Background: an optimization exercise with open tools, aiming at small area and a short achievable clock period. Do not read the settings as production practice. Only simulation tests tie the RTL to the original design; equivalence was not proved. No activity file was given, so power comes from the tool's default toggle rates.

// bcd_top
module bcd_top (
  input  wire        clk,
  input  wire [15:0] bin_in,
  output reg  [18:0] bcd_out
);
  reg  [15:0] b_q;
  wire [18:0] p;
  binbcd16 u_conv (.B(b_q), .P(p));
  always @(posedge clk) begin
    b_q     <= bin_in;
    bcd_out <= p;
  end
endmodule
For scale: ~460 cells after synthesis, about 36 I/O pins, roughly 2900 µm² of cells after synthesis.
clock: 12.0 ns
lec_check: 0
cap_margin: 20
core_margin: 2
core_utilization: 55
place_density: 0.65
slew_margin: 20
standard.sh (not shown) runs the stock make flow with config.mk's settings and CLKGATE_MAP_FILE= SYNTH_SCRIPT=/design/flow/synth_recipe.tcl, a recipe that flattens the netlist after the stock synthesis.
==> flow/flow/run.sh <==
#!/bin/bash
# Own layout flow: the standard ORFS flow, with these changes:
#  - synthesis maps the logic with flow/abc_area.script (area-oriented ABC
#    mapping) instead of ORFS's; everything else in synthesis is synth_recipe.tcl
#  - no half/full-adder extraction before ABC (ADDER_MAP_FILE empty)
#  - every port gets a $PORTBUF buffer
#  - placement/CTS/route timing repair aims at a setup margin of $MARGIN ns
set -uo pipefail
HERE=$(pwd)
source flow/params.sh
# scripts folder = ORFS scripts with our ABC script in place of abc_area.script
mkdir -p scripts_ovr
for f in "$FLOW_HOME"/scripts/*; do ln -sf "$f" scripts_ovr/; done
rm -f scripts_ovr/abc_area.script
cp flow/abc_area.script scripts_ovr/abc_area.script
{ echo "set ::env(SCRIPTS_DIR) $HERE/scripts_ovr"; cat synth_recipe.tcl; } > my_synth.tcl
bash standard.sh SYNTH_SCRIPT=$HERE/my_synth.tcl ADDER_MAP_FILE= ABC_AREA=1 ABC_CLOCK_PERIOD_IN_PS=$ABC_D synth > synth.log 2>&1 || { tail -50 synth.log; exit 1; }
bash standard.sh SETUP_SLACK_MARGIN=$MARGIN "BUFFER_PORTS_ARGS=-buffer_cell $PORTBUF" $EXTRA finish > finish.log 2>&1 || { tail -50 finish.log; exit 1; }
==> flow/flow/abc_area.script <==
strash
dc2
dch
map -D 2400
topo
stime -c
upsize -c
dnsize -c
==> flow/flow/params.sh <==
ABC_D=4000
MARGIN=0
EXTRA=""
PORTBUF=sky130_fd_sc_hd__buf_1
The first run passed the timing, design-rule and antenna checks.
Edit:
==> flow/flow/abc_area.script (replaced) <==
strash
dc2
dch
map -D 2600
topo
stime -c
buffer -c
upsize -c
dnsize -c
--- a/flow/config.mk
+++ b/flow/config.mk
@@ -9,4 +9,6 @@
 export CORE_MARGIN = 2
-export CORE_UTILIZATION = 55
-export PLACE_DENSITY = 0.65
+export CORE_UTILIZATION = 65
+export CTS_BUF_LIST = sky130_fd_sc_hd__clkbuf_4
+export CTS_CLUSTER_SIZE = 40
+export PLACE_DENSITY = 0.75
 export SLEW_MARGIN = 20
Result: Count of clock-buffer cells in the layout is unchanged. Utilization rose by 11 points. Cell count fell by a few percent. Clock power fell by well over a third. Global-route usage rose by 2.3 points. Setup slack is worse by 0.22 ns. Wire length fell by roughly a tenth. Die area fell by about a fifth.
Edit:
==> flow/flow/abc_area.script (replaced) <==
strash
dc2
dch
map -D 2400
topo
stime -c
upsize -c
dnsize -c
--- a/flow/config.mk
+++ b/flow/config.mk
@@ -10,4 +10,2 @@
 export CORE_UTILIZATION = 65
-export CTS_BUF_LIST = sky130_fd_sc_hd__clkbuf_4
-export CTS_CLUSTER_SIZE = 40
 export PLACE_DENSITY = 0.75
Effect:
- worst setup slack improves by 0.24 ns
- die area rises by a few percent
- routed wire length rises by a few percent
- synthesized cell count falls slightly
- non-clock buffer count stays the same
- cell area rises by a few percent
- combinational power rises by a little under a tenth
- power rises by roughly a tenth
- sequential share of layout area falls by 1.1 points
- count of clock-buffer cells in the layout is unchanged
Edit:
==> flow/flow/abc_area.script (replaced) <==
strash
dch
map -D 3000
topo
stime -c
buffer -c
upsize -c
dnsize -c
==> flow/flow/params.sh (replaced) <==
ABC_D=4000
MARGIN=8.6
EXTRA=""
PORTBUF=sky130_fd_sc_hd__buf_1
--- a/flow/config.mk
+++ b/flow/config.mk
@@ -9,4 +9,4 @@
 export CORE_MARGIN = 2
-export CORE_UTILIZATION = 65
-export PLACE_DENSITY = 0.75
+export CORE_UTILIZATION = 55
+export PLACE_DENSITY = 0.7
 export SLEW_MARGIN = 20
Effect: Global-route usage climbs by 1.9 points. Power came out higher by 49%. Worst hold slack barely changes. Via count is higher by 23%. Routed wire length goes up by 69%. Worst setup slack is worse by 0.64 ns. Register-to-register slack degrades by 0.64 ns. Synthesized area shrinks by 3.8%. Cell count grows by 12%. Clock-buffer cell count rose by 1.


## v6
bcd_top again, from the RTL that the note above started with.
Settings: LEC_CHECK=0, CAP_MARGIN=20, CORE_MARGIN=2, CORE_UTILIZATION=65, PLACE_DENSITY=0.75, SLEW_MARGIN=20; clock period 12.0 ns.
==> flow/flow/run.sh <==
#!/bin/bash
# Own layout flow: the standard ORFS flow, with these changes:
#  - synthesis maps the logic with flow/abc_area.script (area-oriented ABC
#    mapping) instead of ORFS's; everything else in synthesis is synth_recipe.tcl
#  - no half/full-adder extraction before ABC (ADDER_MAP_FILE empty)
#  - every port gets a $PORTBUF buffer
#  - placement/CTS/route timing repair aims at a setup margin of $MARGIN ns
set -uo pipefail
HERE=$(pwd)
source flow/params.sh
# scripts folder = ORFS scripts with our ABC script in place of abc_area.script
mkdir -p scripts_ovr
for f in "$FLOW_HOME"/scripts/*; do ln -sf "$f" scripts_ovr/; done
rm -f scripts_ovr/abc_area.script
cp flow/abc_area.script scripts_ovr/abc_area.script
{ echo "set ::env(SCRIPTS_DIR) $HERE/scripts_ovr"; cat synth_recipe.tcl; } > my_synth.tcl
bash standard.sh SYNTH_SCRIPT=$HERE/my_synth.tcl ADDER_MAP_FILE= ABC_AREA=1 ABC_CLOCK_PERIOD_IN_PS=$ABC_D $SYNTH_EXTRA synth > synth.log 2>&1 || { tail -50 synth.log; exit 1; }
bash standard.sh SETUP_SLACK_MARGIN=$MARGIN "BUFFER_PORTS_ARGS=-buffer_cell $PORTBUF" $EXTRA finish > finish.log 2>&1 || { tail -50 finish.log; exit 1; }
==> flow/flow/abc_area.script <==
strash
dc2
dch
map -D 2400
topo
stime -c
upsize -c
dnsize -c
==> flow/flow/params.sh <==
ABC_D=4000
MARGIN=0
EXTRA=""
PORTBUF=sky130_fd_sc_hd__buf_1
SYNTH_EXTRA="ABC_DRIVER_CELL=sky130_fd_sc_hd__inv_1"
What v7 does differently from v6 at the input level:
- CTS_CLUSTER_SIZE now 40, previously not set
- CTS_BUF_LIST now sky130_fd_sc_hd__clkbuf_4, previously not set
diff --git a/flow/flow/run.sh b/flow/flow/run.sh
--- a/flow/flow/run.sh
+++ b/flow/flow/run.sh
@@ -15,4 +15,4 @@
 cp flow/abc_area.script scripts_ovr/abc_area.script
 { echo "set ::env(SCRIPTS_DIR) $HERE/scripts_ovr"; cat synth_recipe.tcl; } > my_synth.tcl
-bash standard.sh SYNTH_SCRIPT=$HERE/my_synth.tcl ADDER_MAP_FILE= ABC_AREA=1 ABC_CLOCK_PERIOD_IN_PS=$ABC_D $SYNTH_EXTRA synth > synth.log 2>&1 || { tail -50 synth.log; exit 1; }
+bash standard.sh SYNTH_SCRIPT=$HERE/my_synth.tcl ADDER_MAP_FILE= ABC_AREA=1 ABC_CLOCK_PERIOD_IN_PS=$ABC_D synth > synth.log 2>&1 || { tail -50 synth.log; exit 1; }
 bash standard.sh SETUP_SLACK_MARGIN=$MARGIN "BUFFER_PORTS_ARGS=-buffer_cell $PORTBUF" $EXTRA finish > finish.log 2>&1 || { tail -50 finish.log; exit 1; }
==> flow/flow/abc_area.script <==
strash
dc2
dch
map -D 2400
topo
stime -c
buffer -c
dnsize -c
==> flow/flow/params.sh <==
ABC_D=4000
MARGIN=0
EXTRA=""
PORTBUF=sky130_fd_sc_hd__buf_1
Results
A critical path launch point of b_q[13]$_DFF_P_ is what v6 shows, while b_q[14]$_DFF_P_ belongs to v7. For multiplexer fraction of the synthesized cell area, v6 and v7 come out practically identical. Re required time of the critical path: v7 is 70 ps up on v6. Per the comparison of v7 with v6, die area has decreased; switching power now sits lower.


bcd_top again, from the RTL that the note above started with.
export LEC_CHECK = 0
export CAP_MARGIN = 20
export CORE_MARGIN = 2
export CORE_UTILIZATION = 65
export CTS_BUF_LIST = sky130_fd_sc_hd__clkbuf_4
export CTS_CLUSTER_SIZE = 40
export PLACE_DENSITY = 0.75
export SLEW_MARGIN = 20
create_clock -name core_clock -period 12.0 [get_ports {clk}]
==> flow/flow/run.sh <==
#!/bin/bash
# Own layout flow: the standard ORFS flow, with these changes:
#  - synthesis maps the logic with flow/abc_area.script (area-oriented ABC
#    mapping) instead of ORFS's; everything else in synthesis is synth_recipe.tcl
#  - no half/full-adder extraction before ABC (ADDER_MAP_FILE empty)
#  - every port gets a $PORTBUF buffer
#  - placement/CTS/route timing repair aims at a setup margin of $MARGIN ns
set -uo pipefail
HERE=$(pwd)
source flow/params.sh
# scripts folder = ORFS scripts with our ABC script in place of abc_area.script
mkdir -p scripts_ovr
for f in "$FLOW_HOME"/scripts/*; do ln -sf "$f" scripts_ovr/; done
rm -f scripts_ovr/abc_area.script
cp flow/abc_area.script scripts_ovr/abc_area.script
{ echo "set ::env(SCRIPTS_DIR) $HERE/scripts_ovr"; cat synth_recipe.tcl; } > my_synth.tcl
bash standard.sh SYNTH_SCRIPT=$HERE/my_synth.tcl ADDER_MAP_FILE= ABC_AREA=1 ABC_CLOCK_PERIOD_IN_PS=$ABC_D synth > synth.log 2>&1 || { tail -50 synth.log; exit 1; }
bash standard.sh SETUP_SLACK_MARGIN=$MARGIN "BUFFER_PORTS_ARGS=-buffer_cell $PORTBUF" $EXTRA finish > finish.log 2>&1 || { tail -50 finish.log; exit 1; }
==> flow/flow/abc_area.script <==
strash
dch
map -D 3000
topo
stime -c
buffer -c
upsize -c
dnsize -c
==> flow/flow/params.sh <==
ABC_D=4000
MARGIN=0
EXTRA=""
PORTBUF=sky130_fd_sc_hd__buf_1
Next try:
==> flow/flow/abc_area.script (replaced) <==
strash
dc2
dch
map -D 2400
topo
stime -c
buffer -c
upsize -c
dnsize -c
Result: Design area increases by 0.77%. Clock-buffer cell count decreases by 1. Worst setup slack improved by 0.33 ns. Utilization decreases by 3.6 points. Maximum frequency increases by 9.3%. Final cell count decreases by 0.90%.

## what the ideal ports hide
The results above use ideal ports. As a check the final layouts listed here were re-extracted and re-timed, cells and wires unchanged.
Step 1 assumes that a clkbuf_16 drives the clock port and a buf_2 every other input.
Step 2 times the ports against the registers' clock, not the clock port: input delays grow and output delays shrink by t, the midpoint of the rising clock arrivals with the driver on.
Slacks: no drivers / after step 1 / after step 2; pairs: no drivers / after step 1.
run | t (ns) | slack for setup (ns) | worst setup path after step 2 | latest minus earliest clock arrival (ns)
the first run of note 1 | 0.318 | 8.519 / 8.519 / 8.519 | register to register | 0.011 / 0.010
the second run of note 1 | 0.363 | 8.295 / 8.295 / 8.295 | register to register | 0.019 / 0.020
the third run of note 1 | 0.310 | 8.539 / 8.539 / 8.539 | register to register | 0.006 / 0.006
the fourth run of note 1 | 0.324 | 7.900 / 7.900 / 7.900 | register to register | 0.023 / 0.023
v6 | 0.325 | 8.540 / 8.540 / 8.540 | register to register | 0.010 / 0.010
v7 | 0.362 | 7.690 / 7.690 / 7.690 | register to register | 0.012 / 0.012
the first run of note 3 | 0.370 | 8.116 / 8.116 / 8.116 | register to register | 0.009 / 0.009
the second run of note 3 | 0.367 | 8.445 / 8.445 / 8.445 | register to register | 0.015 / 0.015
After both steps setup and hold are still met in every run listed.
